From an optimization exercise on the open Yosys and OpenROAD flow, aimed at small area, a short achievable clock period and few clock cycles; shortcuts taken in it are not production practice. At most, simulation tests tie the RTL to the original design; equivalence was not proved. Only the layout flow was run in run 5; the RTL was not checked for function there. No run shown here takes its clock network from TritonCTS; it comes from the design's own scripts or RTL. The clock input has no modelled driver; a real chip could not lean on it and would need a root buffer or a full tree. Power is estimated from default activity; no workload was simulated.

==> design/flow/design.v <==
`timescale 1ns / 1ns
module bus_arb(clk, rst,
               start1, read_operation1, in_address1, in_data1,
               start2, read_operation2, in_address2, in_data2,
               out_data1, out_data2, finish1, finish2, cache_busy1, cache_busy2,
               mem_req, mem_we, mem_addr, mem_wdata, mem_ack, mem_rdata);
input clk, rst;
input start1, read_operation1, start2, read_operation2;
input [7:0] in_address1, in_address2, in_data1, in_data2;
output [7:0] out_data1, out_data2;
output reg finish1, finish2;
output reg cache_busy1, cache_busy2;
output reg mem_req;
output reg mem_we;
output reg [7:0] mem_addr, mem_wdata;
input mem_ack;
input [7:0] mem_rdata;
reg smp;             
reg owner;           
reg [7:0] rdata;
wire start_owner = owner ? start2 : start1;
wire start_other = owner ? start1 : start2;
wire free = ~mem_req | (smp & mem_ack);
wire load = free & start_other;    
always @(posedge clk)
begin
	if(rst)
	begin
		mem_req <= 0;
		smp <= 0;
		owner <= 0;
		finish1 <= 0;
		finish2 <= 0;
		cache_busy1 <= 1;
		cache_busy2 <= 1;
	end
	else
	begin
		finish1 <= smp & mem_ack & ~owner;
		finish2 <= smp & mem_ack & owner;
		cache_busy1 <= ~(load & owner);
		cache_busy2 <= ~(load & ~owner);
		if(mem_req & ~smp)
			smp <= 1;
		else if(free)
		begin
			smp <= 0;
			mem_req <= start_other;
			if(start_other | start_owner)
				owner <= ~owner;
		end
	end
end
always @(posedge clk)
begin
	rdata <= mem_rdata;
	if(free)
	begin
		mem_we <= owner ? ~read_operation1 : ~read_operation2;
		mem_addr <= owner ? in_address1 : in_address2;
		mem_wdata <= owner ? in_data1 : in_data2;
	end
end
assign out_data1 = rdata;
assign out_data2 = rdata;
endmodule
`timescale 1ns / 1ns
module dual_cache(clk, rst,
                  start1, read_operation1, in_address1, in_data1, out_data1, finish1, cache_busy1,
                  start2, read_operation2, in_address2, in_data2, out_data2, finish2, cache_busy2,
                  mem_req, mem_we, mem_addr, mem_wdata, mem_ack, mem_rdata);
input clk, rst;
input start1, read_operation1, start2, read_operation2;
input [7:0] in_address1, in_address2;
input [7:0] in_data1, in_data2;
output [7:0] out_data1, out_data2;
output finish1, finish2;
output cache_busy1, cache_busy2;
output mem_req, mem_we;
output [7:0] mem_addr, mem_wdata;
input mem_ack;
input [7:0] mem_rdata;
bus_arb busmem1(.clk(clk), .rst(rst),
                .start1(start1), .read_operation1(read_operation1), .in_address1(in_address1), .in_data1(in_data1),
                .start2(start2), .read_operation2(read_operation2), .in_address2(in_address2), .in_data2(in_data2),
                .out_data1(out_data1), .out_data2(out_data2), .finish1(finish1), .finish2(finish2),
                .cache_busy1(cache_busy1), .cache_busy2(cache_busy2),
                .mem_req(mem_req), .mem_we(mem_we), .mem_addr(mem_addr), .mem_wdata(mem_wdata),
                .mem_ack(mem_ack), .mem_rdata(mem_rdata));
endmodule
==> design/flow/flow/run.sh <==
#!/bin/bash
# Standard layout with two changes:
#  - the port buffers are sky130_fd_sc_hd__buf_1 instead of the delay buffer
#    buffer_ports picks by default;
#  - after clock tree synthesis, flow/clock.tcl replaces the two-level clock
#    tree with a single clock buffer that drives every flip-flop.
set -euo pipefail
here=$(pwd)
bash standard.sh 'BUFFER_PORTS_ARGS=-buffer_cell sky130_fd_sc_hd__buf_1' "POST_CTS_TCL=$here/flow/clock.tcl" finish > standard_make.log 2>&1
==> design/flow/flow/clock.tcl <==
# Replace the clock tree that clock_tree_synthesis built with a single clock
# buffer: clk -> one buffer -> every flip-flop clock pin. The design is small
# enough that one buffer drives all its flip-flops with low slew, and the
# clock then reaches every flip-flop through the same single buffer.
set clkbuf_master sky130_fd_sc_hd__clkbuf_16
if {[info exists ::env(CLOCK_ROOT_BUF)]} { set clkbuf_master $::env(CLOCK_ROOT_BUF) }
set block [ord::get_db_block]
set db [ord::get_db]
set clknet [[$block findBTerm clk] getNet]

# every flip-flop clock pin
set sinks {}
foreach pin [all_registers -clock_pins -edge_triggered] {
  lappend sinks [sta::sta_to_db_pin $pin]
}

# the clock tree cells: everything reached from clk through nets of buffers
# and inverters, that is not a flip-flop
set tree {}
set todo [list $clknet]
while {[llength $todo]} {
  set net [lindex $todo 0]
  set todo [lrange $todo 1 end]
  foreach it [$net getITerms] {
    if {![$it isInputSignal]} { continue }
    set inst [$it getInst]
    if {[lsearch -exact $sinks $it] >= 0} { continue }
    if {[lsearch -exact $tree $inst] >= 0} { continue }
    lappend tree $inst
    foreach o [$inst getITerms] {
      if {[$o isOutputSignal] && [$o getNet] ne "NULL"} { lappend todo [$o getNet] }
    }
  }
}

set newnet [odb::dbNet_create $block clk_root]
$newnet setSigType CLOCK
set sx 0; set sy 0
foreach it $sinks {
  set bb [[$it getInst] getBBox]
  set sx [expr {$sx + ([$bb xMin] + [$bb xMax]) / 2}]
  set sy [expr {$sy + ([$bb yMin] + [$bb yMax]) / 2}]
  $it disconnect
  $it connect $newnet
}
foreach inst $tree {
  puts "clock.tcl: removing [$inst getName] ([[$inst getMaster] getName])"
  set nets {}
  foreach o [$inst getITerms] {
    if {[$o isOutputSignal] && [$o getNet] ne "NULL"} { lappend nets [$o getNet] }
  }
  odb::dbInst_destroy $inst
  foreach n $nets { if {[llength [$n getITerms]] == 0 && [llength [$n getBTerms]] == 0} { odb::dbNet_destroy $n } }
}
set inst [odb::dbInst_create $block [$db findMaster $clkbuf_master] clkbuf_root]
$inst setLocation [expr {$sx / [llength $sinks]}] [expr {$sy / [llength $sinks]}]
$inst setPlacementStatus PLACED
[$inst findITerm A] connect $clknet
[$inst findITerm X] connect $newnet
puts "clock.tcl: [llength $sinks] flip-flops on $clkbuf_master clkbuf_root"
detailed_placement
estimate_parasitics -placement
report_clock_skew
==> design/flow/standard.sh <==
#!/bin/bash
# synth_recipe.tcl (not shown) runs the flow's synth.tcl, then flattens the netlist and writes it again
# the make line also repeats each setting of config.mk as NAME=value (left out here)
make -C /OpenROAD-flow-scripts/flow DESIGN_CONFIG=/design/flow/config.mk WORK_HOME=/design/flow/orfs CLKGATE_MAP_FILE= SYNTH_SCRIPT=/design/flow/synth_recipe.tcl "${@:-finish}"
==> design/flow/config.mk <==
export PLATFORM = sky130hd
export DESIGN_NAME = dual_cache
export DESIGN_NICKNAME = dual_cache
export VERILOG_FILES = /design/flow/design.v
export SDC_FILE = /design/flow/constraint.sdc
export NUM_CORES = 4
export LEC_CHECK = 0
export CAP_MARGIN = 20
export CORE_MARGIN = 2
export CORE_UTILIZATION = 40
export SLEW_MARGIN = 20
==> design/flow/constraint.sdc <==
create_clock -name core_clock -period 5.0 [get_ports {clk}]
set_input_delay 1.0000 -clock core_clock [delete_from_list [all_inputs] [get_ports {clk}]]
set_output_delay 1.0000 -clock core_clock [all_outputs]
set_load 0.01 [all_outputs]
==> results of run 1 <==
-- state kept, by name, summed over array words and instances (netlist names) --
name and count:
busmem1.mem_wdata 8, busmem1.smp 1, busmem1.mem_addr 8, busmem1.cache_busy1 1, busmem1.rdata 8, busmem1.cache_busy2 1, busmem1.finish1 1, busmem1.owner 1
busmem1.mem_req 1, busmem1.mem_we 1, busmem1.finish2 1
-- report_power, final --
group	leakage (nW)	internal, mW	switching [mW]
Clock	0.0123	0.0373	0.0611
Sequential	0.297	0.310	0.0156
Combinational	0.195	0.0419	0.0438
Total	0.504	0.389	0.120
-- per-stage QoR --
step / cell area, um2 / cells / utilization [%]
2_1_floorplan: 1166 / 73 / -
3_3_place_gp: 1441 / 178 / 52.27
3_5_place_dp: 1441 / 178 / 52.27
5_1_grt: 1466 / 179 / 53.18
6_report: 1466 / 179 / 53.18
-- layout make-up --
cell class	count	area, um2	area share, %
timing repair buffer	84	315.3	21.50
multi-input combinational	31	276.5	18.86
buffer	1	25.02	1.706
tap	31	38.79	2.645
sequential	32	810.8	55.29
-- kinds of logic (layout without fill, tap and decap cells) --
group,after synthesis,after routing,share of synthesized area [%]
compound gates,3,3,1.716
buf+inv,10,85,6.759
flops,32,32,69.53
mux,19,19,18.03
simple gates,9,9,3.970
-- worst max path at each step --
stage | start | endpoint | slack [ps]
floorplan | mem_ack | busmem1.owner | 3210
global placement | mem_ack | busmem1.owner | 2980
detailed placement | mem_ack | busmem1.owner | 2930
global route | mem_ack | busmem1.owner | 3070
finish | mem_ack | busmem1.owner | 3140
-- placed cells by master (no fill, tap or decap), drive strengths merged --
cell,n
or2,1
dfxtp,15
or2b,1
buf,84
nor2,4
nand4b,1
o21ai,1
clkbuf,1
nand3,1
nand2,1
edfxtp,17
mux2,16
a21bo,1
mux2i,3
a21oi,1
-- layer usage --
layer	vias up	GRT usage, %	share of wire, %
met5	-	0	0
met4	0	1.993	0.80
met3	2	4.911	14
met2	50	21.59	48
met1	362	16.23	37
li1	404	-	-
-- critical path, delay by kind of cell --
kind | cells | cell delay, ps
AO/OA/AOI/OAI | 2 | 680
multiplexers | 1 | 150
buffers and inverters | 1 | 90
==> out/qor.yml, run 1 <==
drt:
  ant_nets: 0
  via_per_inst: 4.570
  vias: 818
  drt_first_pass_iters: 4
  drc: 0
  drtIter0Drc: 10
  avgRoutedWirePerCell_um: 11.82
  wl_um: 2115
sta:
  skew_ps: 4.118
  rsz0062_at_grt: "false"
  relSlewSlack_pct: 41.40
  setup-violations-final: 0
  hold-worst-slack_ps: 475.3
  hold_violations: 0
  worstMarginPinSlew_ps: 877.8
  layout_worst_path_cycle_share_pct: 37.15
  fin_tns_setup_ps: 0
  slew_viol_final: 0
  fin_ws_ps: 3142
  max_freq_mhz: 538.3
  fin_crit_ps: 1858
synth:
  synthFlopType: "edfxtp_1"
  synthTopCellsByCount: "edfxtp_1 (17), mux2_2 (16), dfxtp_1 (15)"
  synth_top_area_share_pct: 43.78
  syn_nets: 120
  yosysSeqAreaShare_pct: 69.53
  synth_area_leaders: "edfxtp_1 (44%), dfxtp_1 (26%), mux2_2 (15%), buf_4 (5.8%), mux2i_1 (2.6%)"
  syn_avg_cell_area_um2: 15.97
  syn_area_um2: 1166
  synth_top_cell_by_area: "edfxtp_1"
  synth-seq-cells: 32
  synthArstFlopShare_pct: 0
  synth_enable_flop_cells: 17
  ys.warnings.count: 1
  syn_inst: 73
  ys_types: 15
  synth_most_common_cell: "edfxtp_1"
clock_network:
  clkSinkCount: 32
  clk_latency_ps: 170
  cts.clk_slew.worst_paths_ps: 110
floorplanning:
  core_um2: 2758
  fp.dieH_um: 58.00
  die_area_um2: 3363
  rows: 19
  die_x_um: 58.00
  io_pins: 85
  initial_core_util_pct: 42.29
critical_path:
  r2r-start: "busmem1.owner"
  r2r_slack_ps: 3420
  cp-start-kind: "input port"
  cp_data_arrival_time_ps: 1930
  r2r-end: "busmem1.mem_wdata[5]"
  max_stage_delay_ps: 460
  crit_required_ps: 5070
  worstSetupEndpointType: "flop"
  cp_slowest_cell: "a21bo_2"
  cp_max_fo: 22
  criticalPathCategory: "input port to flop"
  rr_worst_depth: 1
  crit_chain: "buf_1 > a21bo_2 > o21ai_0 > mux2i_1"
placement:
  port_buffers: 84
  gp_congestion: 0.6515
  dp_slack_ps: 2927
  dpl.hpwl_um: 1667
grt:
  grt_use_total_pct: 12.88
  grt_overflow_total: 0
  grt_pass1_wl_um: 3332
  antenna_found_initial: 0
  grt_pass1_vias: 758
  grt_max_degree: 33
layout:
  layout.nets: 201
  fillers: 271
  drive_above_1_share_pct: 12.84
  n_antenna_cell: 0
  areaGrowthSynthToFinish_pct: 25.75
worst_hold_path:
  worstHoldEndpoint: "busmem1.finish1"
  hold_path.class: "flop to flop"
  min_from: "busmem1.smp"
  hold_depth: 2
status:
  outcome: "timing/DRC/antenna clean"
power:
  leakage_nw: 0.5041
  peakVddDrop_v: 0.0002479
  total_power_mw: 0.5100
  power_density_nw_per_um2: 347.8
run:
  max-cap-violations: 0
Testbench counts, summed over its fixed seeds: cycles 14,280.
==> run 2: changes to the inputs <==
==> design/flow/flow/run.sh (replaced) <==
#!/bin/bash
# Standard layout with three changes:
#  - the port buffers are sky130_fd_sc_hd__buf_1 instead of the delay buffer
#    buffer_ports picks by default;
#  - after clock tree synthesis, flow/clock.tcl replaces the two-level clock
#    tree with a single clock buffer that drives every flip-flop;
#  - it then repairs setup timing with a margin, so that the resizer works on
#    the paths that set the achieved clock period.
set -euo pipefail
here=$(pwd)
export CLOCK_REPAIR_MARGIN=3.3
bash standard.sh 'BUFFER_PORTS_ARGS=-buffer_cell sky130_fd_sc_hd__buf_1' "POST_CTS_TCL=$here/flow/clock.tcl" finish > standard_make.log 2>&1
--- a/design/flow/flow/clock.tcl
+++ b/design/flow/flow/clock.tcl
@@ -63 +63,11 @@
 report_clock_skew
+
+# With the final clock tree in place, let the resizer work on the paths that
+# set the achieved period, aiming for CLOCK_REPAIR_MARGIN ns of setup slack.
+if {[info exists ::env(CLOCK_REPAIR_MARGIN)]} {
+  repair_timing -setup -setup_margin $::env(CLOCK_REPAIR_MARGIN) -verbose
+  detailed_placement
+  estimate_parasitics -placement
+}
+report_worst_slack -max
+report_design_area
==> run 2 against run 1 <==
Net effect: still clean on timing, DRC and antenna; largest cell class unchanged; clock power down 0.4%; via count unchanged; highest routed layer unchanged; combinational power up 2%; clock skew up 5.0 ps.
==> out/qor.yml, run 2 <==
status:
  outcome: "timing/DRC/antenna clean"
grt:
  antenna_found_initial: 0
  grt_pass1_vias: 765
  grt_max_degree: 33
  grt_use_total_pct: 13.02
  grt_overflow_total: 0
  grt_pass1_wl_um: 3360
sta:
  worstMarginPinSlew_ps: 880.5
  skew_ps: 9.135
  slew_viol_final: 0
  fin_tns_setup_ps: 0
  fin_ws_ps: 3301
  rsz0062_at_grt: "false"
  max_freq_mhz: 588.7
  relSlewSlack_pct: 41.22
  layout_worst_path_cycle_share_pct: 33.98
  hold_violations: 0
  fin_crit_ps: 1699
  setup-violations-final: 0
critical_path:
  worstSetupEndpointType: "output port"
  cp_max_fo: 1
  crit_cells: 1
  max_stage_delay_ps: 390
  cp_data_arrival_time_ps: 700
  path_delay_family: "flip-flops"
  crit_chain: "buf_1"
  criticalPathCategory: "flop to output port"
  crit_required_ps: 4000
  cp_slowest_cell: "edfxtp_1"
  path_buf_inv: 1
  rr_worst_depth: 1
  cp-start-kind: "flop"
drt:
  drtIter0Drc: 8
  drt_first_pass_iters: 4
  avgRoutedWirePerCell_um: 11.85
  ant_nets: 0
  vias: 818
  via_per_inst: 4.570
  wl_um: 2121
  drc: 0
floorplanning:
  core_um2: 2758
  initial_core_util_pct: 42.29
  rows: 19
  die_x_um: 58.00
  die_area_um2: 3363
  fp.dieH_um: 58.00
  io_pins: 85
power:
  leakage_nw: 0.5120
  power_density_nw_per_um2: 346.5
  peakVddDrop_v: 0.0002473
synth:
  ys_types: 15
  synth_most_common_cell: "edfxtp_1"
  synth_top_area_share_pct: 43.78
  syn_avg_cell_area_um2: 15.97
  synthFlopType: "edfxtp_1"
  synthTopCellsByCount: "edfxtp_1 (17), mux2_2 (16), dfxtp_1 (15)"
  syn_nets: 120
  synth-seq-cells: 32
  ys.warnings.count: 1
  synth_enable_flop_cells: 17
  yosysSeqAreaShare_pct: 69.53
  synth_area_leaders: "edfxtp_1 (44%), dfxtp_1 (26%), mux2_2 (15%), buf_4 (5.8%), mux2i_1 (2.6%)"
  syn_area_um2: 1166
  syn_inst: 73
  synthArstFlopShare_pct: 0
  synth_top_cell_by_area: "edfxtp_1"
layout:
  multiInputGateArea_um2: 282.8
  seq_area_um2: 810.8
  n_antenna_cell: 0
  drive_above_1_share_pct: 14.19
  layout.nets: 201
  layout_common_cells: "buf_1 (82), edfxtp_1 (17), mux2_2 (16), dfxtp_1 (15), nor2_1 (4)"
  areaGrowthSynthToFinish_pct: 26.50
  final_common_cell: "buf_1"
  largestRegisters: "busmem1.mem_addr x8, busmem1.mem_wdata x8, busmem1.rdata x8"
  fillers: 270
placement:
  gp_congestion: 0.6515
  port_buffers: 84
  dpl.hpwl_um: 1667
  dp_slack_ps: 2927
clock_network:
  clkSinkCount: 32
  cts.clk_slew.worst_paths_ps: 110
  clk_latency_ps: 170
worst_hold_path:
  hold_path.class: "flop to flop"
  hold_depth: 2
run:
  max-cap-violations: 0
==> run 2: cell counts after synthesis <==
No cell type changed its count.
==> run 2: stage by stage <==
stage               util [%]  hold WS, ps  area [um2]  cells  power, mW
floorplan                  -        437.4        1166     73     0.3875
global placement       52.27        450.6        1441    178     0.4173
detailed placement     52.27        460.8        1441    178     0.4203
global route           53.49        521.8        1475    179     0.5406
finish                 53.49        488.4        1475    179     0.5111
==> run 2: kinds of logic (layout without fill, tap and decap cells) <==
| kind of cell | after synthesis | count (layout) | share of synthesized area (%) |
|---|---|---|---|
| flip-flops | 32 | 32 | 69.53 |
| multiplexers | 19 | 19 | 18.03 |
| buffers and inverters | 10 | 85 | 6.759 |
| AND/OR/NAND/NOR | 9 | 9 | 3.970 |
| AO/OA/AOI/OAI | 3 | 3 | 1.716 |
==> run 2: path summary, 6_finish.rpt <==
check / startpoint / slack (ps) / end
hold / removal: busmem1.smp / 490 / busmem1.finish1
hold reg to reg: busmem1.smp / 490 / busmem1.finish1
setup / recovery: busmem1.mem_wdata[2] / 3300 / mem_wdata[2]
setup reg to reg: busmem1.owner / 3420 / busmem1.mem_wdata[5]
==> run 2: area by class of cell <==
class	count	area share [%]
Multi-Input combinational cell	31	19.17
Sequential cell	32	54.96
Buffer	1	1.696
Timing Repair Buffer	84	21.54
Tap cell	31	2.629
==> run 2: per-layer routing <==
metal | global-route usage (%) | wire length [um] | vias to the layer above
li1 | - | - | 402
met1 | 16.23 | 818 | 364
met2 | 22.08 | 981 | 50
met3 | 4.911 | 305 | 2
met4 | 1.993 | 17 | 0
met5 | 0 | 0 | -
==> run 2: report_power, final <==
part           switching, mW  leakage (nW)  internal, mW
combinational         0.0437         0.203        0.0434
clock                 0.0607        0.0123        0.0373
sequential            0.0158         0.297         0.310
total                  0.120         0.512         0.391
==> run 3: changes to the inputs <==
--- a/design/flow/flow/run.sh
+++ b/design/flow/flow/run.sh
@@ -10,3 +10,3 @@
 here=$(pwd)
-export CLOCK_REPAIR_MARGIN=3.3
+export CLOCK_REPAIR_MARGIN=3.45
 bash standard.sh 'BUFFER_PORTS_ARGS=-buffer_cell sky130_fd_sc_hd__buf_1' "POST_CTS_TCL=$here/flow/clock.tcl" finish > standard_make.log 2>&1
--- a/design/flow/config.mk
+++ b/design/flow/config.mk
@@ -8,4 +8,4 @@
 export CAP_MARGIN = 20
-export CORE_MARGIN = 2
-export CORE_UTILIZATION = 40
+export CORE_AREA = 2.5 2.5 59.5 59.5
+export DIE_AREA = 0 0 62 62
 export SLEW_MARGIN = 20
==> run 3 against run 2 <==
Net effect: combinational power up 18%; global-route usage down 1.0 points; clock skew down 4.4 ps.
==> out/qor.yml, run 3 <==
power:
  total_power_mw: 0.5318
  leakage_nw: 0.6373
  peakVddDrop_v: 0.0001652
  power_density_nw_per_um2: 318.6
sta:
  slew_viol_final: 0
  rsz0062_at_grt: "false"
  skew_ps: 4.707
  hold_violations: 0
  max_freq_mhz: 589.5
  fin_crit_ps: 1696
  setup-violations-final: 0
  worstMarginPinSlew_ps: 497.8
  fin_tns_setup_ps: 0
  relSlewSlack_pct: 66.82
  layout_worst_path_cycle_share_pct: 33.93
critical_path:
  criticalPathCategory: "flop to output port"
  path_delay_family: "flip-flops"
  max_stage_delay_ps: 390
  cp_data_arrival_time_ps: 700
  path_buf_inv: 1
  crit_chain: "buf_1"
  cp_slowest_cell: "edfxtp_1"
  crit_required_ps: 4000
  cp-start-kind: "flop"
  worstSetupEndpointType: "output port"
  cp_max_fo: 1
layout:
  final_util_pct: 54.23
  n_antenna_cell: 0
  largestRegisters: "busmem1.mem_addr x8, busmem1.mem_wdata x8, busmem1.rdata x8"
  drive_above_1_share_pct: 40.67
  final_common_cell: "buf_1"
  layout.nets: 202
  layout_common_cells: "buf_1 (55), buf_6 (18), edfxtp_1 (17), mux2_2 (16), dfxtp_2 (11)"
  design_area_um2: 1669
  areaGrowthSynthToFinish_pct: 43.13
  final_cells: 194
synth:
  synthArstFlopShare_pct: 0
  synth_area_leaders: "edfxtp_1 (44%), dfxtp_1 (26%), mux2_2 (15%), buf_4 (5.8%), mux2i_1 (2.6%)"
  syn_inst: 73
  syn_area_um2: 1166
  yosysSeqAreaShare_pct: 69.53
  synth_enable_flop_cells: 17
  syn_nets: 120
  synth_most_common_cell: "edfxtp_1"
  synth_top_area_share_pct: 43.78
  ys.warnings.count: 1
  synth-seq-cells: 32
  synthTopCellsByCount: "edfxtp_1 (17), mux2_2 (16), dfxtp_1 (15)"
  synthFlopType: "edfxtp_1"
  synth_top_cell_by_area: "edfxtp_1"
  ys_types: 15
  syn_avg_cell_area_um2: 15.97
grt:
  grt_use_total_pct: 11.99
  grt_overflow_total: 0
  antenna_found_initial: 0
  grt_max_degree: 33
  grt_pass1_vias: 809
  grt_pass1_wl_um: 3346
drt:
  drc: 0
  drt_first_pass_iters: 4
  drtIter0Drc: 10
  avgRoutedWirePerCell_um: 12.51
  vias: 866
  ant_nets: 0
  via_per_inst: 4.464
  wl_um: 2426
floorplanning:
  die_x_um: 62
  die_area_um2: 3844
  rows: 20
  initial_core_util_pct: 37.89
  fp.dieH_um: 62
  core_um2: 3078
  io_pins: 85
run:
  max-cap-violations: 0
placement:
  gp_congestion: 0.6414
  placed_area_um2: 1458
  dpl.hpwl_um: 1728
  port_buffers: 84
  numPlacedInstances: 191
clock_network:
  clkSinkCount: 32
  clk_latency_ps: 170
  cts.clk_slew.worst_paths_ps: 110
status:
  outcome: "timing/DRC/antenna clean"
worst_hold_path:
  hold_path.class: "flop to flop"
## run 3: final timing paths
check	from	to	slack (ps)	cells past startpoint
worst max-delay path	busmem1.mem_we	mem_we	3300	1
worst min-delay path	busmem1.smp	busmem1.finish1	510	2
worst min register to register	busmem1.smp	busmem1.finish1	510	2
worst max register to register	busmem1.owner	busmem1.mem_addr[5]	3690	1
## run 3: tightest hold or removal path, stage by stage (launching register included)
cell,delay (ps)
dfxtp_1,360
nand2_1,80
nor2_1,40
## run 3: through the flow
step / setup WS (ps) / hold slack, ps
after floorplan: 3212 / 437.4
after detailed placement: 2911 / 454.6
after global placement: 2971 / 450.6
final: 3304 / 509.1
after global routing: 3251 / 556.1
## run 3: report_power, final
group / leakage (nW) / total [mW] / switching, mW / internal [mW]
sequential: 0.297 / 0.330 / 0.0189 / 0.311
combinational: 0.328 / 0.103 / 0.0446 / 0.0580
clock: 0.0123 / 0.0989 / 0.0615 / 0.0373
## run 3: per-layer routing
| layer | part of all wire [%] | wire length, um | GRT usage (%) |
|---|---|---|---|
| met2 | 54 | 1303 | 25.00 |
| met3 | 9.3 | 225 | 2.899 |
| met1 | 37 | 898 | 12.15 |
| met4 | 0 | 0 | 0.9119 |
| met5 | 0 | 0 | 0 |
## run 3: cells by family (layout without fill, tap and decap cells)
| group | after synthesis | in the layout | synth area share [%] |
|---|---|---|---|
| buffers and inverters | 10 | 86 | 6.759 |
| AOI/OAI and AO/OA | 3 | 4 | 1.716 |
| DFF | 32 | 32 | 69.53 |
| muxes | 19 | 19 | 18.03 |
| and+or+nand+nor | 9 | 9 | 3.970 |
## run 3: area by class of cell
class                      count  area [um2]
timing repair buffer          85       471.7
fill                         269        1409
multi-input combinational     32       292.8
tap                           44       55.05
sequential                    32       824.5
buffer                         1       25.02
==> run 4: changes to the inputs <==
--- a/design/flow/flow/run.sh
+++ b/design/flow/flow/run.sh
@@ -10,3 +10,3 @@
 here=$(pwd)
-export CLOCK_REPAIR_MARGIN=3.45
+export CLOCK_REPAIR_MARGIN=3.3
 bash standard.sh 'BUFFER_PORTS_ARGS=-buffer_cell sky130_fd_sc_hd__buf_1' "POST_CTS_TCL=$here/flow/clock.tcl" finish > standard_make.log 2>&1
==> run 4 against run 3 <==
Net effect: global-route usage fell by 0.83 points; register-to-register slack got worse by 300 ps; synthesized cell count did not move; die area did not move; sequential power barely moved; clock skew fell by 1.7 ps; synthesized area did not move; cell count fell by 0.52%.
==> out/qor.yml, run 4 <==
critical_path:
  cp_max_fo: 3
  cp-start-kind: "flop"
  cp_slowest_cell: "dfxtp_1"
  crit_required_ps: 4000
  path_buf_inv: 1
  crit_chain: "buf_1"
  criticalPathCategory: "flop to output port"
  worstSetupEndpointType: "output port"
  max_stage_delay_ps: 380
  path_delay_family: "flip-flops"
  cp_data_arrival_time_ps: 720
grt:
  antenna_found_initial: 0
  grt_pass1_vias: 762
  grt_overflow_total: 0
  grt_max_degree: 33
  grt_pass1_wl_um: 3125
  grt_use_total_pct: 11.16
placement:
  dpl.hpwl_um: 1728
  numPlacedInstances: 191
  gp_congestion: 0.6414
  port_buffers: 84
sta:
  fin_crit_ps: 1720
  skew_ps: 3.013
  setup-violations-final: 0
  relSlewSlack_pct: 38.15
  slew_viol_final: 0
  rsz0062_at_grt: "false"
  max_freq_mhz: 581.5
  layout_worst_path_cycle_share_pct: 34.39
  fin_tns_setup_ps: 0
  hold_violations: 0
  worstMarginPinSlew_ps: 926.5
drt:
  avgRoutedWirePerCell_um: 11.88
  vias: 842
  ant_nets: 0
  via_per_inst: 4.363
  drc: 0
  wl_um: 2292
  drtIter0Drc: 18
  drt_first_pass_iters: 4
layout:
  final_common_cell: "buf_1"
  n_antenna_cell: 0
  layout_common_cells: "buf_1 (80), edfxtp_1 (17), mux2_2 (16), dfxtp_1 (15)"
  seq_area_um2: 810.8
  multiInputGateArea_um2: 292.8
  final_cells: 193
  areaGrowthSynthToFinish_pct: 28.97
  largestRegisters: "busmem1.mem_addr x8, busmem1.mem_wdata x8, busmem1.rdata x8"
  drive_above_1_share_pct: 16.11
  layout.nets: 201
  fillers: 288
synth:
  synth_top_area_share_pct: 43.78
  ys_types: 15
  syn_avg_cell_area_um2: 15.97
  synth_enable_flop_cells: 17
  ys.warnings.count: 1
  synth-seq-cells: 32
  synthTopCellsByCount: "edfxtp_1 (17), mux2_2 (16), dfxtp_1 (15)"
  yosysSeqAreaShare_pct: 69.53
  syn_nets: 120
  synthArstFlopShare_pct: 0
  syn_area_um2: 1166
  synth_most_common_cell: "edfxtp_1"
  syn_inst: 73
  synth_top_cell_by_area: "edfxtp_1"
  synthFlopType: "edfxtp_1"
  synth_area_leaders: "edfxtp_1 (44%), dfxtp_1 (26%), mux2_2 (15%), buf_4 (5.8%), mux2i_1 (2.6%)"
status:
  outcome: "timing/DRC/antenna clean"
power:
  peakVddDrop_v: 0.0001663
  power_density_nw_per_um2: 344.3
  leakage_nw: 0.5226
run:
  max-cap-violations: 0
worst_hold_path:
  hold_path.class: "flop to flop"
floorplanning:
  core_um2: 3078
  die_area_um2: 3844
  die_x_um: 62
  initial_core_util_pct: 37.89
  io_pins: 85
  rows: 20
  fp.dieH_um: 62
clock_network:
  clk_latency_ps: 170
  cts.clk_slew.worst_paths_ps: 110
  clkSinkCount: 32
==> run 4: cell counts after synthesis <==
No cell type changed its count.
==> run 4: logic make-up after synthesis <==
kind of cell	synth area share [%]
DFF	69.53
muxes	18.03
buffers and inverters	6.759
and+or+nand+nor	3.970
AOI/OAI and AO/OA	1.716
==> run 4: power by group <==
part	switching, mW	internal [mW]
clock network	0.0641	0.0374
registers	0.0174	0.310
logic	0.0437	0.0450
==> run 4: metal layers <==
metal | GRT usage [%] | vias to the layer above | share of wire (%)
li1 | - | 407 | -
met1 | 11.87 | 384 | 38
met2 | 22.32 | 51 | 52
met3 | 3.106 | 0 | 9.8
met4 | 0.9119 | 0 | 0
met5 | 0 | - | 0
==> run 4: layout make-up <==
cell class              count  area share [%]
plain buffers               1           1.664
multi-input cells          32           19.47
well taps                  44           3.661
repair buffers             84           21.30
flip-flops and latches     32           53.91
==> run 4: metrics by stage <==
| stage | power [mW] | setup slack (ps) | hold WS [ps] | util, % | cell area (um2) |
|---|---|---|---|---|---|
| finish | 0.5178 | 3280 | 511.2 | 48.86 | 1504 |
| global route | 0.5429 | 3235 | 556.1 | 48.86 | 1504 |
| detailed placement | 0.4212 | 2911 | 454.6 | 47.36 | 1458 |
| global placement | 0.4181 | 2971 | 450.6 | 47.36 | 1458 |
| floorplan | 0.3875 | 3212 | 437.4 | - | 1166 |
==> run 4: path summary, 6_finish.rpt <==
kind	from	endpoint	slack, ps	cells after the start
worst max register to register	busmem1.owner	busmem1.mem_addr[5]	3390	1
worst max-delay path	busmem1.mem_req	mem_req	3280	1
worst min register to register	busmem1.smp	busmem1.finish1	510	2
worst min-delay path	busmem1.smp	busmem1.finish1	510	2
==> run 5: changes to the inputs <==
--- a/design/flow/design.v
+++ b/design/flow/design.v
@@ -53,2 +53,5 @@
 end
+wire sel1 = free & owner;
+wire sel2 = free & ~owner;
+wire hold = ~free;
 always @(posedge clk)
@@ -56,8 +59,5 @@
 	rdata <= mem_rdata;
-	if(free)
-	begin
-		mem_we <= owner ? ~read_operation1 : ~read_operation2;
-		mem_addr <= owner ? in_address1 : in_address2;
-		mem_wdata <= owner ? in_data1 : in_data2;
-	end
+	mem_we <= (sel1 & ~read_operation1) | (sel2 & ~read_operation2) | (hold & mem_we);
+	mem_addr <= ({8{sel1}} & in_address1) | ({8{sel2}} & in_address2) | ({8{hold}} & mem_addr);
+	mem_wdata <= ({8{sel1}} & in_data1) | ({8{sel2}} & in_data2) | ({8{hold}} & mem_wdata);
 end
==> run 5 against run 4 <==
Net effect: still clean; cell count is 19% higher; critical path depth stayed put; power decreased by 0.88%; wire length is 7.9% higher; setup slack lost 12 ps; combinational power up 18%; via count rose by 21%; synthesized area shrank 1.3%; first-iteration DRC count grew 17%; sequential share of layout area down 11 points; synthesized cell count up 53%; critical path type unchanged; largest power group unchanged; highest routed layer is now met4.
==> out/qor.yml, run 5 <==
synth:
  synth_enable_flop_cells: 0
  yosysSeqAreaShare_pct: 55.65
  syn_avg_cell_area_um2: 10.28
  ys.warnings.count: 1
  syn_inst: 112
  synth_area_leaders: "dfxtp_1 (56%), mux2i_1 (15%), o21ai_0 (7.4%), buf_4 (7.2%), nand2_1 (5.5%)"
  synthAdderAreaFrac_pct: 0
  synth_top_family_by_area: "multiplexers"
  ys_types: 17
  synth_most_common_cell: "dfxtp_1"
  syn_nets: 159
  synthArstFlopShare_pct: 0
  yosys.area_share.simple_pct: 9.674
  synthTopCellsByCount: "dfxtp_1 (32), mux2i_1 (17), nand2_1 (17), o21ai_0 (17), buf_4 (11)"
  synth_top_cell_by_area: "dfxtp_1"
  synth_compound_area_share_pct: 10.54
  syn_area_um2: 1151
  synthFlopType: "dfxtp_1"
  synth-seq-cells: 32
  synth_top_area_share_pct: 55.65
  synth.area.mux_share_pct: 15.76
  synth-xor-area-share_pct: 0
critical_path:
  cp_slowest_cell: "dfxtp_1"
  path_delay_family: "flip-flops"
  rr_worst_depth: 2
  cp_data_arrival_time_ps: 730
  cp-start-kind: "flop"
  path_buf_inv: 1
  crit_chain: "buf_1"
  cp_max_fo: 4
  r2r_slack_ps: 3650
  r2r-start: "busmem1.owner"
  worstSetupEndpointType: "output port"
  crit_required_ps: 4000
  r2r-end: "busmem1.mem_we"
  max_stage_delay_ps: 400
  criticalPathCategory: "flop to output port"
drt:
  drtIter0Drc: 21
  avgRoutedWirePerCell_um: 10.76
  drt_first_pass_iters: 3
  ant_nets: 0
  via_per_inst: 4.443
  wl_um: 2474
  drc: 0
  vias: 1022
sta:
  rsz0062_at_grt: "false"
  max_freq_mhz: 577.4
  fin_crit_ps: 1732
  worstMarginPinSlew_ps: 625.8
  setup-violations-final: 0
  slew_viol_final: 0
  layout_worst_path_cycle_share_pct: 34.64
  relSlewSlack_pct: 58.28
  skew_ps: 5.745
  fin_tns_setup_ps: 0
  hold_violations: 0
clock_network:
  clkSinkCount: 32
  cts.clk_slew.worst_paths_ps: 110
  clk_latency_ps: 170
floorplanning:
  die_x_um: 62
  fp.dieH_um: 62
  io_pins: 85
  die_area_um2: 3844
  rows: 20
  core_um2: 3078
  initial_core_util_pct: 37.40
grt:
  grt_pass1_vias: 799
  antenna_found_initial: 0
  grt_use_total_pct: 11.62
  grt_pass1_wl_um: 3360
  grt_max_degree: 33
  grt_overflow_total: 0
worst_hold_path:
  worstHoldEndpoint: "busmem1.mem_addr[2]"
  min_from: "busmem1.mem_addr[2]"
  hold_depth: 2
  hold_path.class: "flop to flop"
layout:
  drive_above_1_share_pct: 5.914
  layout_common_cells: "buf_1 (81), dfxtp_1 (31), mux2i_1 (17), nand2_1 (17), o21ai_0 (17)"
  seq_area_um2: 641.9
  areaGrowthSynthToFinish_pct: 31.09
  final_common_cell: "buf_1"
  multiInputGateArea_um2: 440.4
  final_cells: 230
  largestRegisters: "busmem1.mem_addr x8, busmem1.mem_wdata x8, busmem1.rdata x8"
  fillers: 318
  n_antenna_cell: 0
  layout.nets: 239
placement:
  numPlacedInstances: 226
  dpl.hpwl_um: 1801
  port_buffers: 84
  gp_congestion: 0.7151
run:
  max-cap-violations: 0
power:
  power_density_nw_per_um2: 340.1
  leakage_nw: 0.5505
  peakVddDrop_v: 0.0001674
status:
  outcome: "timing/DRC/antenna clean"
[run 5: cells by family (layout without fill, tap and decap cells)]
kind of cell | after synthesis | count (layout)
AO/OA/AOI/OAI | 22 | 23
buffers and inverters | 14 | 87
flip-flops | 32 | 32
multiplexers | 18 | 18
AND/OR/NAND/NOR | 26 | 26
[run 5: per-stage QoR]
stage	instance area (um2)	power, mW	hold WS (ps)	worst slack (ps)	utilization, %
2_1_floorplan	1151	0.3756	463.3	3346	-
3_3_place_gp	1425	0.4108	438.9	2607	46.30
3_5_place_dp	1425	0.4142	442.0	2565	46.30
5_1_grt	1509	0.5473	491.7	3200	49.02
6_report	1509	0.5132	462.5	3268	49.02
[run 5: worst max-delay path by stage]
| stage | end | cells after the start | slack (ps) | start |
|---|---|---|---|---|
| after floorplan | busmem1.mem_addr[0] | 3 | 3350 | mem_ack |
| after global placement | busmem1.owner | 4 | 2610 | mem_ack |
| after detailed placement | busmem1.owner | 4 | 2560 | mem_ack |
| after global routing | mem_req | 1 | 3200 | busmem1.mem_req |
| final | mem_req | 1 | 3270 | busmem1.mem_req |
[run 5: metal layers]
layer / routed length, um / track usage, %
met1: 995 / 13.36
met2: 1196 / 21.58
met3: 270 / 3.313
met4: 10 / 1.824
met5: 0 / 0
[run 5: cell type report]
class,count,area share [%]
Sequential cell,32,42.54
Tap cell,44,3.648
Buffer,1,1.658
Timing Repair Buffer,86,22.97
Multi-Input combinational cell,67,29.19
[run 5: power breakdown]
part	internal [mW]	total, mW	switching [mW]	leakage (nW)
sequential	0.286	0.311	0.0245	0.269
clock	0.0373	0.0976	0.0603	0.0123
combinational	0.0503	0.105	0.0547	0.270
total	0.374	0.513	0.139	0.550
==> run 6: changes to the inputs <==
--- a/design/flow/design.v
+++ b/design/flow/design.v
@@ -18,2 +18,3 @@
 reg smp;             
+reg idle;            
 reg owner;           
@@ -22,3 +23,3 @@
 wire start_other = owner ? start1 : start2;
-wire free = ~mem_req | (smp & mem_ack);
+wire free = idle | (smp & mem_ack);
 wire load = free & start_other;    
@@ -29,2 +30,3 @@
 		mem_req <= 0;
+		idle <= 1;
 		smp <= 0;
@@ -42,3 +44,3 @@
 		cache_busy2 <= ~(load & ~owner);
-		if(mem_req & ~smp)
+		if(~idle & ~smp)
 			smp <= 1;
@@ -48,2 +50,3 @@
 			mem_req <= start_other;
+			idle <= ~start_other;
 			if(start_other | start_owner)
--- a/design/flow/flow/run.sh
+++ b/design/flow/flow/run.sh
@@ -5,3 +5,3 @@
 #  - after clock tree synthesis, flow/clock.tcl replaces the two-level clock
-#    tree with a single clock buffer that drives every flip-flop;
+#    tree with two clock buffers, each driving half of the flip-flops;
 #  - it then repairs setup timing with a margin, so that the resizer works on
@@ -10,3 +10,5 @@
 here=$(pwd)
-export CLOCK_REPAIR_MARGIN=3.3
+export CLOCK_REPAIR_MARGIN=3.33
+export CLOCK_ROOT_BUFS=2
+export CLOCK_ROOT_BUF=sky130_fd_sc_hd__clkbuf_8
 bash standard.sh 'BUFFER_PORTS_ARGS=-buffer_cell sky130_fd_sc_hd__buf_1' "POST_CTS_TCL=$here/flow/clock.tcl" finish > standard_make.log 2>&1
--- a/design/flow/flow/clock.tcl
+++ b/design/flow/flow/clock.tcl
@@ -35,12 +35,12 @@
 
-set newnet [odb::dbNet_create $block clk_root]
-$newnet setSigType CLOCK
-set sx 0; set sy 0
+# CLOCK_ROOT_BUFS buffers (default 1), each driving an equal share of the
+# flip-flops, split by position (left to right).
+set nbuf 1
+if {[info exists ::env(CLOCK_ROOT_BUFS)]} { set nbuf $::env(CLOCK_ROOT_BUFS) }
+set keyed {}
 foreach it $sinks {
   set bb [[$it getInst] getBBox]
-  set sx [expr {$sx + ([$bb xMin] + [$bb xMax]) / 2}]
-  set sy [expr {$sy + ([$bb yMin] + [$bb yMax]) / 2}]
-  $it disconnect
-  $it connect $newnet
+  lappend keyed [list [expr {([$bb xMin] + [$bb xMax]) / 2}] [expr {([$bb yMin] + [$bb yMax]) / 2}] $it]
 }
+set keyed [lsort -integer -index 0 $keyed]
 foreach inst $tree {
@@ -54,8 +54,23 @@
 }
-set inst [odb::dbInst_create $block [$db findMaster $clkbuf_master] clkbuf_root]
-$inst setLocation [expr {$sx / [llength $sinks]}] [expr {$sy / [llength $sinks]}]
-$inst setPlacementStatus PLACED
-[$inst findITerm A] connect $clknet
-[$inst findITerm X] connect $newnet
-puts "clock.tcl: [llength $sinks] flip-flops on $clkbuf_master clkbuf_root"
+set total [llength $keyed]
+for {set b 0} {$b < $nbuf} {incr b} {
+  set lo [expr {$b * $total / $nbuf}]
+  set hi [expr {($b + 1) * $total / $nbuf - 1}]
+  set group [lrange $keyed $lo $hi]
+  set newnet [odb::dbNet_create $block clk_root_$b]
+  $newnet setSigType CLOCK
+  set sx 0; set sy 0
+  foreach k $group {
+    lassign $k x y it
+    set sx [expr {$sx + $x}]; set sy [expr {$sy + $y}]
+    $it disconnect
+    $it connect $newnet
+  }
+  set inst [odb::dbInst_create $block [$db findMaster $clkbuf_master] clkbuf_root_$b]
+  $inst setLocation [expr {$sx / [llength $group]}] [expr {$sy / [llength $group]}]
+  $inst setPlacementStatus PLACED
+  [$inst findITerm A] connect $clknet
+  [$inst findITerm X] connect $newnet
+  puts "clock.tcl: [llength $group] flip-flops on $clkbuf_master clkbuf_root_$b"
+}
 detailed_placement
--- a/design/flow/config.mk
+++ b/design/flow/config.mk
@@ -8,4 +8,4 @@
 export CAP_MARGIN = 20
-export CORE_AREA = 2.5 2.5 59.5 59.5
-export DIE_AREA = 0 0 62 62
+export CORE_AREA = 2.3 2.3 57.7 57.7
+export DIE_AREA = 0 0 60 60
 export SLEW_MARGIN = 20
==> run 6 against run 5 <==
Net effect: final area increased by 0.66%; clock skew down 2.5 ps; cell count shrank 2.2%; synthesized cell count increased by 2.7%; synthesized area is 2.0% higher; critical path type unchanged; largest power group unchanged; highest routed layer unchanged.
==> out/qor.yml, run 6 <==
sta:
  worstMarginPinSlew_ps: 602.3
  relSlewSlack_pct: 59.85
  hold_violations: 0
  slew_viol_final: 0
  max_freq_mhz: 601.1
  layout_worst_path_cycle_share_pct: 33.27
  setup-violations-final: 0
  skew_ps: 3.277
  fin_crit_ps: 1664
  hold-worst-slack_ps: 450.0
  rsz0062_at_grt: "false"
  fin_tns_setup_ps: 0
layout:
  layout_common_cells: "buf_1 (81), dfxtp_1 (32), mux2i_1 (17), nand2_1 (17), o21ai_1 (17)"
  layout.nets: 246
  largestRegisters: "busmem1.mem_addr x8, busmem1.mem_wdata x8, busmem1.rdata x8"
  drive_above_1_share_pct: 5.729
  n_antenna_cell: 0
  final_common_cell: "buf_1"
  areaGrowthSynthToFinish_pct: 29.42
placement:
  gp_congestion: 0.6013
  port_buffers: 84
  dpl.hpwl_um: 1766
synth:
  syn_area_um2: 1174
  synth_most_common_cell: "dfxtp_1"
  synth_top_cell_by_area: "dfxtp_1"
  ys_types: 17
  ys.warnings.count: 1
  synth-seq-cells: 33
  syn_nets: 162
  syn_inst: 115
  synthTopCellsByCount: "dfxtp_1 (33), mux2i_1 (17), nand2_1 (17), o21ai_1 (17)"
  syn_avg_cell_area_um2: 10.21
  yosysSeqAreaShare_pct: 56.29
  synthFlopType: "dfxtp_1"
  synth_area_leaders: "dfxtp_1 (56%), mux2i_1 (14%), o21ai_1 (7.2%), nand2_1 (5.4%), buf_4 (5.1%)"
  synthArstFlopShare_pct: 0
  synth_top_area_share_pct: 56.29
  synth_enable_flop_cells: 0
clock_network:
  cts.clk_slew.worst_paths_ps: 100
  clk_latency_ps: 150
  clkSinkCount: 33
power:
  leakage_nw: 0.5657
  total_power_mw: 0.5410
  power_density_nw_per_um2: 356.2
  peakVddDrop_v: 0.0001591
critical_path:
  worstSetupEndpointType: "output port"
  cp_max_fo: 2
  criticalPathCategory: "flop to output port"
  r2r-start: "busmem1.owner"
  setup.worst_path.start: "busmem1.mem_wdata[5]"
  r2r-end: "busmem1.cache_busy1"
  r2r_slack_ps: 3610
  rr_worst_depth: 2
  crit_chain: "buf_1"
  cp-start-kind: "flop"
  crit_required_ps: 4000
  max_stage_delay_ps: 350
  path_delay_family: "flip-flops"
  path_buf_inv: 1
  cp_data_arrival_time_ps: 660
  cp_slowest_cell: "dfxtp_1"
floorplanning:
  die_area_um2: 3600
  initial_core_util_pct: 39.08
  rows: 20
  fp.dieH_um: 60
  core_um2: 3003
  io_pins: 85
  die_x_um: 60
drt:
  wl_um: 2536
  via_per_inst: 4.684
  drt_first_pass_iters: 4
  ant_nets: 0
  drc: 0
  drtIter0Drc: 13
  avgRoutedWirePerCell_um: 11.27
  vias: 1054
grt:
  grt_overflow_total: 0
  grt_pass1_wl_um: 3712
  grt_pass1_vias: 874
  antenna_found_initial: 0
  grt_use_total_pct: 13.97
  grt_max_degree: 22
worst_hold_path:
  min_from: "busmem1.mem_addr[6]"
  worstHoldEndpoint: "busmem1.mem_addr[6]"
  hold_depth: 2
  hold_path.class: "flop to flop"
status:
  outcome: "timing/DRC/antenna clean"
run:
  max-cap-violations: 0
==> run 6: changes by cell type in the layout (fill, tap and decap cells not counted), moves of 2 or more <==
cell      before  now
a21oi_4        0    2
o21ai_1        0   17
a21o_1         0    2
a21oi_1        3    1
o21ai_0       17    0
a21boi_4       2    0
clkbuf_8       0    2
nor2_1         4    8
==> run 6: through the flow <==
step / util (%) / setup WS, ps / area (um2) / cells
2_1_floorplan: - / 3395 / 1174 / 115
3_3_place_gp: 47.92 / 2675 / 1439 / 219
3_5_place_dp: 48.17 / 2927 / 1446 / 219
5_1_grt: 50.58 / 3275 / 1519 / 225
6_report: 50.58 / 3336 / 1519 / 225
==> run 6: per-layer routing <==
metal  vias up  GRT usage, %  part of all wire [%]
met5         -             0                     0
met3         3         4.545                   8.9
met4         0         3.810                   1.1
li1        535             -                     -
met2        47         24.07                    48
met1       469         16.53                    42
==> run 6: layout make-up <==
cell class	instances	area, um2
sequential	33	661.9
buffer	2	27.53
fill	321	1484
timing repair buffer	86	334.1
tap	33	41.29
multi-input combinational	71	454.2
==> run 6: how the worst max path moves through the flow <==
| stage | end | slack [ps] | depth (start not counted) |
|---|---|---|---|
| 3_5_place_dp | busmem1.owner | 2930 | 4 |
| 5_1_grt | out_data2[4] | 3280 | 1 |
| 3_3_place_gp | busmem1.owner | 2670 | 4 |
| 2_1_floorplan | busmem1.mem_addr[0] | 3390 | 3 |
| 6_report | mem_wdata[5] | 3340 | 1 |
==> run 6: kinds of logic (layout without fill, tap and decap cells) <==
kind of cell           Yosys count  in the layout  synth area share [%]
AOI/OAI and AO/OA               22             24                 10.34
buffers and inverters           13             88                 7.783
DFF                             33             33                 56.29
muxes                           18             18                 15.46
and+or+nand+nor                 29             29                 10.13
==> run 6: power by group <==
part,leakage (nW),switching [mW],internal (mW)
sequential,0.277,0.0286,0.298
combinational,0.274,0.0615,0.0528
clock,0.0144,0.0634,0.0371
total,0.566,0.153,0.388
Testbench counts of run 6, summed over its fixed seeds: cycles 14,280.
==> run 7: changes to the inputs <==
--- a/design/flow/config.mk
+++ b/design/flow/config.mk
@@ -7,2 +7,3 @@
 export LEC_CHECK = 0
+export ABC_AREA = 1
 export CAP_MARGIN = 20
==> run 7 against run 6 <==
Net effect: sequential share of layout area up 0.22 points; sequential cell count did not move; clock skew increased by 4.2 ps; via count is 14% higher; utilization shrank 0.25 points; sequential power barely moved; power is 3.1% higher; fmax grew 0.12%; synthesized cell count up 24%; critical endpoint is now mem_addr[2].
==> out/qor.yml, run 7 <==
layout:
  multiInputGateArea_um2: 427.9
  drive_above_1_share_pct: 7.075
  final_cells: 245
  n_antenna_cell: 0
  design_area_um2: 1511
  seq_area_um2: 661.9
  largestRegisters: "busmem1.mem_addr x8, busmem1.mem_wdata x8, busmem1.rdata x8"
  final_util_pct: 50.33
  fillers: 320
  layout.nets: 266
  areaGrowthSynthToFinish_pct: 22.27
  layout_common_cells: "buf_1 (76), nand3_1 (51), dfxtp_1 (32), nand2_1 (23), clkbuf_2 (8)"
  final_common_cell: "buf_1"
synth:
  ys.warnings.count: 1
  synth_most_common_cell: "nand3_1"
  synthTopCellsByCount: "nand3_1 (51), dfxtp_1 (33), nand2_1 (23)"
  synth_top_area_share_pct: 53.44
  synth_top_cell_by_area: "dfxtp_1"
  syn_nets: 190
  syn_avg_cell_area_um2: 8.645
  synthFlopType: "dfxtp_1"
  synth_enable_flop_cells: 0
  syn_inst: 143
  syn_area_um2: 1236
  synthArstFlopShare_pct: 0
  synth-seq-cells: 33
  synth_area_leaders: "dfxtp_1 (53%), nand3_1 (21%), nand2_1 (7.0%), buf_4 (6.7%), buf_6 (2.7%)"
  ys_types: 17
  yosysSeqAreaShare_pct: 53.44
worst_hold_path:
  hold_path.class: "flop to flop"
  min_from: "busmem1.mem_addr[5]"
  worstHoldEndpoint: "busmem1.mem_addr[5]"
  hold_depth: 2
grt:
  grt_pass1_vias: 994
  grt_pass1_wl_um: 4333
  grt_use_total_pct: 15.75
  grt_max_degree: 42
  antenna_found_initial: 0
  grt_overflow_total: 0
critical_path:
  cp_max_fo: 2
  crit_chain: "buf_1"
  path_delay_family: "flip-flops"
  worstSetupEndpointType: "output port"
  cp-start-kind: "flop"
  cp_data_arrival_time_ps: 660
  r2r-start: "busmem1.owner"
  max_stage_delay_ps: 350
  r2r-end: "busmem1.mem_req"
  rr_worst_depth: 5
  crit_required_ps: 4000
  cp_slowest_cell: "dfxtp_1"
  path_buf_inv: 1
  r2r_slack_ps: 3700
  criticalPathCategory: "flop to output port"
sta:
  slew_viol_final: 0
  layout_worst_path_cycle_share_pct: 33.23
  fin_crit_ps: 1662
  max_freq_mhz: 601.8
  hold_violations: 0
  fin_ws_ps: 3338
  hold-worst-slack_ps: 476.1
  rsz0062_at_grt: "false"
  relSlewSlack_pct: 70.75
  fin_tns_setup_ps: 0
  skew_ps: 7.467
  setup-violations-final: 0
  worstMarginPinSlew_ps: 438.7
placement:
  port_buffers: 84
  dpl.hpwl_um: 1972
  numPlacedInstances: 243
  dp_slack_ps: 3021
  gp_congestion: 0.6133
  placed_area_um2: 1461
run:
  max-cap-violations: 0
floorplanning:
  io_pins: 85
  initial_core_util_pct: 41.17
  die_x_um: 60
  rows: 20
  fp.dieH_um: 60
  die_area_um2: 3600
  core_um2: 3003
drt:
  drc: 0
  via_per_inst: 4.894
  avgRoutedWirePerCell_um: 11.25
  wl_um: 2757
  drtIter0Drc: 28
  ant_nets: 0
  drt_first_pass_iters: 4
  vias: 1199
power:
  peakVddDrop_v: 0.0001853
  total_power_mw: 0.5577
  leakage_nw: 0.6243
  power_density_nw_per_um2: 369.0
status:
  outcome: "timing/DRC/antenna clean"
clock_network:
  clkSinkCount: 33
  clk_latency_ps: 160
  cts.clk_slew.worst_paths_ps: 100
## run 7: cell count changes after synthesis, sizes merged, moves of 4 or more
| cell | delta |
|---|---|
| o21ai | -16 |
| mux2i | -17 |
| nor2 | -6 |
| buf | +4 |
| nand3 | +50 |
| nand2 | +8 |
| inv | +6 |
## run 7: layer usage
layer	vias up	share of wire (%)	routed length (um)	track usage, %
met5	-	0	0	0
met4	0	0.54	15	3.810
met3	2	8.1	224	4.329
met2	52	51	1403	28.26
met1	538	40	1112	18.41
li1	607	-	-	-
## run 7: how the worst max path moves through the flow
stage                                    from                    to  slack [ps]  cells past startpoint
after floorplan                       mem_ack        busmem1.mem_we        3430                      5
after global placement                mem_ack  busmem1.mem_wdata[7]        3050                      6
after detailed placement              mem_ack  busmem1.mem_wdata[1]        3020                      6
after global routing                  mem_ack  busmem1.mem_wdata[0]        3270                      6
final                     busmem1.mem_addr[2]           mem_addr[2]        3340                      1
## run 7: report_power, final
group / internal (mW) / leakage, nW / switching, mW / total (mW)
combinational: 0.0505 / 0.333 / 0.0786 / 0.129
sequential: 0.301 / 0.277 / 0.0246 / 0.325
clock: 0.0372 / 0.0144 / 0.0661 / 0.103
total: 0.388 / 0.624 / 0.169 / 0.558
## run 7: cells by family after synthesis
family / Yosys count / synth area share, %
buffers and inverters: 23 / 12.65
flip-flops: 33 / 53.44
AND/OR/NAND/NOR: 84 / 32.69
AO/OA/AOI/OAI: 3 / 1.214
## run 7: worst register-to-register path: cells and delay by family, from the launching register on
| family | cells | cell delay (ps) |
|---|---|---|
| compound gates | 1 | 60 |
| buf+inv | 1 | 270 |
| flops | 1 | 620 |
| simple gates | 3 | 250 |
## run 7: final cells by class
class | count | area share [%]
repair buffers | 84 | 21.52
inverters | 6 | 1.821
flip-flops and latches | 33 | 43.79
multi-input cells | 87 | 28.31
plain buffers | 2 | 1.821
well taps | 33 | 2.732
==> run 8: changes to the inputs <==
--- a/design/flow/flow/run.sh
+++ b/design/flow/flow/run.sh
@@ -10,3 +10,3 @@
 here=$(pwd)
-export CLOCK_REPAIR_MARGIN=3.33
+export CLOCK_REPAIR_MARGIN=3.28
 export CLOCK_ROOT_BUFS=2
==> run 8 against run 7 <==
Net effect: critical path depth rose by 5; sequential share of layout area rose by 0.32 points; via count barely moved; cell count did not move; hold slack barely moved; wire length fell by 1.7%; critical path type is now input port to flop; largest power group unchanged.
==> out/qor.yml, run 8 <==
status:
  outcome: "timing/DRC/antenna clean"
critical_path:
  cp_data_arrival_time_ps: 1790
  path_delay_family: "simple AND/OR/NAND/NOR gates"
  cp_max_fo: 41
  criticalPathCategory: "input port to flop"
  crit_chain: "buf_1 > nand2_2 > nand2_8 > inv_4 > nand2_1 > nand3_1"
  cp-start-kind: "input port"
  crit_required_ps: 5110
  path_buf_inv: 2
  worstSetupEndpointType: "flop"
  cp_slowest_cell: "inv_4"
  max_stage_delay_ps: 220
power:
  p_seq_share_pct: 58.8
  peakVddDrop_v: 0.0001832
  p_comb_share_pct: 22.6
  power_density_nw_per_um2: 368.8
  clkPwrFrac_pct: 18.6
  swShare_pct: 30.38
  p_switching_mw: 0.1678
  leakage_nw: 0.6000
  internal_power_mw: 0.3845
sta:
  fin_tns_setup_ps: 0
  slew_viol_final: 0
  rsz0062_at_grt: "false"
  setup-violations-final: 0
  relSlewSlack_pct: 46.41
  max_freq_mhz: 596.3
  skew_ps: 6.934
  worstMarginPinSlew_ps: 802.8
  hold_violations: 0
  layout_worst_path_cycle_share_pct: 33.54
  fin_crit_ps: 1677
  fin_ws_ps: 3323
layout:
  layout.nets: 266
  layout_common_cells: "buf_1 (84), nand3_1 (51), dfxtp_1 (33), nand2_1 (23), inv_1 (4)"
  drive_above_1_share_pct: 2.830
  areaGrowthSynthToFinish_pct: 21.15
  design_area_um2: 1498
  final_common_cell: "buf_1"
  final_util_pct: 49.88
  n_antenna_cell: 0
  largestRegisters: "busmem1.mem_addr x8, busmem1.mem_wdata x8, busmem1.rdata x8"
drt:
  wl_um: 2710
  drt_first_pass_iters: 4
  drtIter0Drc: 23
  via_per_inst: 4.890
  vias: 1198
  drc: 0
  avgRoutedWirePerCell_um: 11.06
  ant_nets: 0
synth:
  synthFlopType: "dfxtp_1"
  syn_area_um2: 1236
  synth_top_family_by_area: "simple AND/OR/NAND/NOR gates"
  synthArstFlopShare_pct: 0
  yosysSeqAreaShare_pct: 53.44
  synth_area_leaders: "dfxtp_1 (53%), nand3_1 (21%), nand2_1 (7.0%), buf_4 (6.7%), buf_6 (2.7%)"
  syn_nets: 190
  synth_most_common_cell: "nand3_1"
  synth_top_cell_by_area: "dfxtp_1"
  synth-seq-cells: 33
  synth-xor-area-share_pct: 0
  yosys.area_share.simple_pct: 32.69
  synthTopCellsByCount: "nand3_1 (51), dfxtp_1 (33), nand2_1 (23)"
  syn_inst: 143
  syn_avg_cell_area_um2: 8.645
  ys_types: 17
  synth_enable_flop_cells: 0
  ys.warnings.count: 1
  synthAdderAreaFrac_pct: 0
  synth.area.mux_share_pct: 0
  synth_top_area_share_pct: 53.44
  synth_compound_area_share_pct: 1.215
floorplanning:
  initial_core_util_pct: 41.17
  rows: 20
  fp.dieH_um: 60
  die_x_um: 60
  core_um2: 3003
  io_pins: 85
  die_area_um2: 3600
placement:
  gp_congestion: 0.6133
  port_buffers: 84
  dpl.hpwl_um: 1972
  dp_slack_ps: 3021
  placed_area_um2: 1461
grt:
  grt_overflow_total: 0
  grt_pass1_wl_um: 4278
  use_met3_pct: 4.329
  use_met1_pct: 18.68
  busiest_layer: "met2"
  antenna_found_initial: 0
  grt_use_total_pct: 15.57
  grt_max_degree: 42
  grtUsageMet2_pct: 27.33
  grt_pass1_vias: 981
clock_network:
  clkSinkCount: 33
  clk_latency_ps: 160
  cts.clk_slew.worst_paths_ps: 100
run:
  max-cap-violations: 0
worst_hold_path:
  hold_path.class: "flop to flop"
==> run 8: changes by cell type in the layout (fill, tap and decap cells not counted) <==
cell / delta
inv_6: -1
dfxtp_1: +1
dfxtp_2: -1
buf_1: +8
inv_4: +1
clkbuf_2: -8
==> run 8: logic make-up (layout without fill, tap and decap cells) <==
kind of cell    after synthesis  after routing
flops                        33             33
simple gates                 84             84
compound gates                3              3
buf+inv                      23             92
==> run 8: final timing paths <==
kind	from	end	slack, ps	cells past startpoint
setup / recovery	mem_ack	busmem1.mem_wdata[3]	3320	6
hold reg to reg	busmem1.mem_addr[5]	busmem1.mem_addr[5]	480	2
hold / removal	busmem1.mem_addr[5]	busmem1.mem_addr[5]	480	2
setup reg to reg	busmem1.owner	busmem1.mem_req	3350	5
==> run 8: power groups by stage <==
stage / combinational (mW) / sequential [mW] / clock, mW
after floorplan: 0.0768 / 0.341 / 0
after global placement: 0.122 / 0.330 / 0
after detailed placement: 0.126 / 0.330 / 0
after global routing: 0.142 / 0.331 / 0.119
final: 0.125 / 0.325 / 0.103
==> run 8: cell type report <==
type,count,area [um2]
inverters,6,25.02
plain buffers,2,27.53
fillers,317,1505
flip-flops and latches,33,660.6
repair buffers,84,315.3
multi-input cells,87,427.9
well taps,33,41.29
==> run 8: through the flow <==
stage          cells  hold WS [ps]  power [mW]
2_1_floorplan    143         471.5      0.4176
3_3_place_gp     243         456.1      0.4526
3_5_place_dp     243         453.8      0.4562
5_1_grt          245         500.9      0.5915
6_report         245         475.7      0.5523
==> run 8: metal layers <==
metal | vias to the layer above | wire length, um
met2 | 54 | 1380
met1 | 534 | 1082
met4 | 0 | 15
li1 | 608 | -
met5 | - | 0
met3 | 2 | 232
==> run 8: worst min-delay path: stages (launching register included) <==
cell	delay [ps]
dfxtp_1	340
nand2_1	50
nand3_1	60
==> run 9: changes to the inputs <==
--- a/design/flow/flow/run.sh
+++ b/design/flow/flow/run.sh
@@ -10,3 +10,3 @@
 here=$(pwd)
-export CLOCK_REPAIR_MARGIN=3.28
+export CLOCK_REPAIR_MARGIN=3.38
 export CLOCK_ROOT_BUFS=2
==> run 9 against run 8 <==
Net effect: via count increased by 3.2%; first-iteration DRC count is 17% higher; final area up 13%; power grew 11%; synthesized area stayed put; critical path type is now flop to output port.
==> out/qor.yml, run 9 <==
synth:
  synth_area_leaders: "dfxtp_1 (53%), nand3_1 (21%), nand2_1 (7.0%), buf_4 (6.7%), buf_6 (2.7%)"
  synthFlopType: "dfxtp_1"
  synth_top_cell_by_area: "dfxtp_1"
  syn_avg_cell_area_um2: 8.645
  synthArstFlopShare_pct: 0
  syn_nets: 190
  yosysSeqAreaShare_pct: 53.44
  ys.warnings.count: 1
  syn_inst: 143
  synthTopCellsByCount: "nand3_1 (51), dfxtp_1 (33), nand2_1 (23)"
  synth-seq-cells: 33
  ys_types: 17
  syn_area_um2: 1236
  synth_enable_flop_cells: 0
  synth_most_common_cell: "nand3_1"
  synth_top_area_share_pct: 53.44
sta:
  hold-worst-slack_ps: 469.7
  relSlewSlack_pct: 70.69
  worstMarginPinSlew_ps: 439.7
  hold_violations: 0
  layout_worst_path_cycle_share_pct: 32.44
  fin_crit_ps: 1622
  fin_tns_setup_ps: 0
  slew_viol_final: 0
  setup-violations-final: 0
  rsz0062_at_grt: "false"
  skew_ps: 9.452
  max_freq_mhz: 616.5
critical_path:
  r2r_slack_ps: 3690
  path_delay_family: "flip-flops"
  criticalPathCategory: "flop to output port"
  crit_chain: "buf_6"
  cp-start-kind: "flop"
  crit_required_ps: 4000
  max_stage_delay_ps: 350
  path_buf_inv: 1
  r2r-end: "busmem1.mem_req"
  worstSetupEndpointType: "output port"
  cp_max_fo: 2
  cp_data_arrival_time_ps: 620
  rr_worst_depth: 5
  r2r-start: "busmem1.owner"
  cp_slowest_cell: "dfxtp_2"
drt:
  via_per_inst: 5.004
  ant_nets: 0
  wl_um: 3012
  drt_first_pass_iters: 4
  avgRoutedWirePerCell_um: 12.19
  drc: 0
  vias: 1236
  drtIter0Drc: 27
placement:
  dpl.hpwl_um: 1972
  placed_area_um2: 1461
  gp_congestion: 0.6133
  port_buffers: 84
layout:
  drive_above_1_share_pct: 33.64
  fillers: 306
  layout.nets: 268
  design_area_um2: 1695
  final_common_cell: "nand3_1"
  layout_common_cells: "nand3_1 (51), buf_1 (47), dfxtp_2 (27), nand2_1 (23), clkbuf_2 (18)"
  n_antenna_cell: 0
  areaGrowthSynthToFinish_pct: 37.15
  largestRegisters: "busmem1.mem_addr x8, busmem1.mem_wdata x8, busmem1.rdata x8"
clock_network:
  cts.clk_slew.worst_paths_ps: 100
  clk_latency_ps: 160
  clkSinkCount: 33
floorplanning:
  die_x_um: 60
  rows: 20
  core_um2: 3003
  fp.dieH_um: 60
  die_area_um2: 3600
  initial_core_util_pct: 41.17
  io_pins: 85
grt:
  grt_max_degree: 24
  grt_pass1_wl_um: 4740
  grt_pass1_vias: 1064
  grt_use_total_pct: 17.39
  antenna_found_initial: 0
  grt_overflow_total: 0
run:
  max-cap-violations: 0
worst_hold_path:
  hold_path.class: "flop to flop"
  hold_depth: 2
  worstHoldEndpoint: "busmem1.mem_addr[3]"
  min_from: "busmem1.mem_addr[3]"
status:
  outcome: "timing/DRC/antenna clean"
power:
  power_density_nw_per_um2: 360.0
  leakage_nw: 0.7514
  peakVddDrop_v: 0.0002197
==> run 9: cells by family after synthesis <==
group | count (synthesis) | share of synthesized area, %
simple gates | 84 | 32.69
flops | 33 | 53.44
buf+inv | 23 | 12.65
compound gates | 3 | 1.214
==> run 9: where the power goes <==
| part | total (mW) | internal (mW) | switching [mW] |
|---|---|---|---|
| clock | 0.103 | 0.0372 | 0.0661 |
| combinational | 0.170 | 0.0865 | 0.0834 |
| sequential | 0.337 | 0.308 | 0.0295 |
| total | 0.610 | 0.431 | 0.179 |
==> run 9: per-layer routing <==
metal  global-route usage, %  vias to the layer above  wire [um]
met2                   30.90                       59       1533
li1                        -                      613          -
met5                       0                        -          0
met1                   20.75                      562       1209
met4                   3.810                        0         15
met3                   4.762                        2        253
==> run 9: worst max-delay path by stage <==
stage          slack [ps]            startpoint              endpoint  cells past startpoint
2_1_floorplan        3430               mem_ack        busmem1.mem_we                      5
3_3_place_gp         3050               mem_ack  busmem1.mem_wdata[7]                      6
3_5_place_dp         3020               mem_ack  busmem1.mem_wdata[1]                      6
5_1_grt              3320               mem_ack  busmem1.mem_wdata[0]                      6
6_report             3380  busmem1.mem_wdata[5]          mem_wdata[5]                      1
==> run 9: per-stage QoR <==
stage | instances | setup WS [ps] | power (mW) | util [%]
after detailed placement | 243 | 3021 | 0.4562 | 48.67
after global routing | 247 | 3316 | 0.6493 | 56.46
after global placement | 243 | 3050 | 0.4526 | 48.67
final | 247 | 3378 | 0.6103 | 56.46
after floorplan | 143 | 3429 | 0.4176 | -
==> run 9: area by class of cell <==
class	instances	area [um2]	share of cell area, %
tap	33	41.29	2.435
sequential	33	694.4	40.96
inverter	6	30.03	1.771
timing repair buffer	85	462.9	27.31
multi-input combinational	88	439.2	25.90
buffer	2	27.53	1.624
==> run 9: tightest hold or removal path, delay by kind of cell (launching register included) <==
kind	cells	cell delay (ps)
flip-flops	1	340
AND/OR/NAND/NOR	2	110

## separate check: timing with driven ports
The results above use ideal ports. As a check the final layouts listed here were re-extracted and re-timed, cells and wires unchanged. Step 1 assumes that a clkbuf_16 drives the clock port and a buf_2 every other input. Step 2 moves the port delays by t, midway between the first and last clock arrival at a register: inputs arrive t later, outputs are due t later. That takes back most of the time a late clock gives input paths. Three values: ideal, step 1, step 2; two values: the first two.
run | shift t [ns] | slack for setup (ns) | worst setup path after step 2 | slew at the worst register clock pin (ns) | pins driven straight from the clock port
run 1 | 0.196 | 3.142 / 3.148 / 2.952 | input to register | 0.11 / 0.11 | 1
run 2 | 0.195 | 3.301 / 3.273 / 3.123 | input to register | 0.11 / 0.11 | 1
run 3 | 0.196 | 3.304 / 3.276 / 3.184 | input to register | 0.11 / 0.11 | 1
run 4 | 0.199 | 3.280 / 3.253 / 3.185 | input to register | 0.11 / 0.11 | 1
run 5 | 0.197 | 3.268 / 3.238 / 3.158 | input to register | 0.11 / 0.11 | 1
run 6 | 0.188 | 3.336 / 3.301 / 3.164 | input to register | 0.10 / 0.10 | 2
run 7 | 0.190 | 3.338 / 3.304 / 3.157 | input to register | 0.10 / 0.10 | 2
run 8 | 0.189 | 3.323 / 3.291 / 3.141 | input to register | 0.10 / 0.10 | 2
run 9 | 0.191 | 3.378 / 3.343 / 3.208 | input to register | 0.10 / 0.10 | 2
After both steps setup and hold are still met in every run listed. For run 1, which loses most, drivers alone change the setup slack by +0.006 ns; drivers and shift together by -0.190 ns.
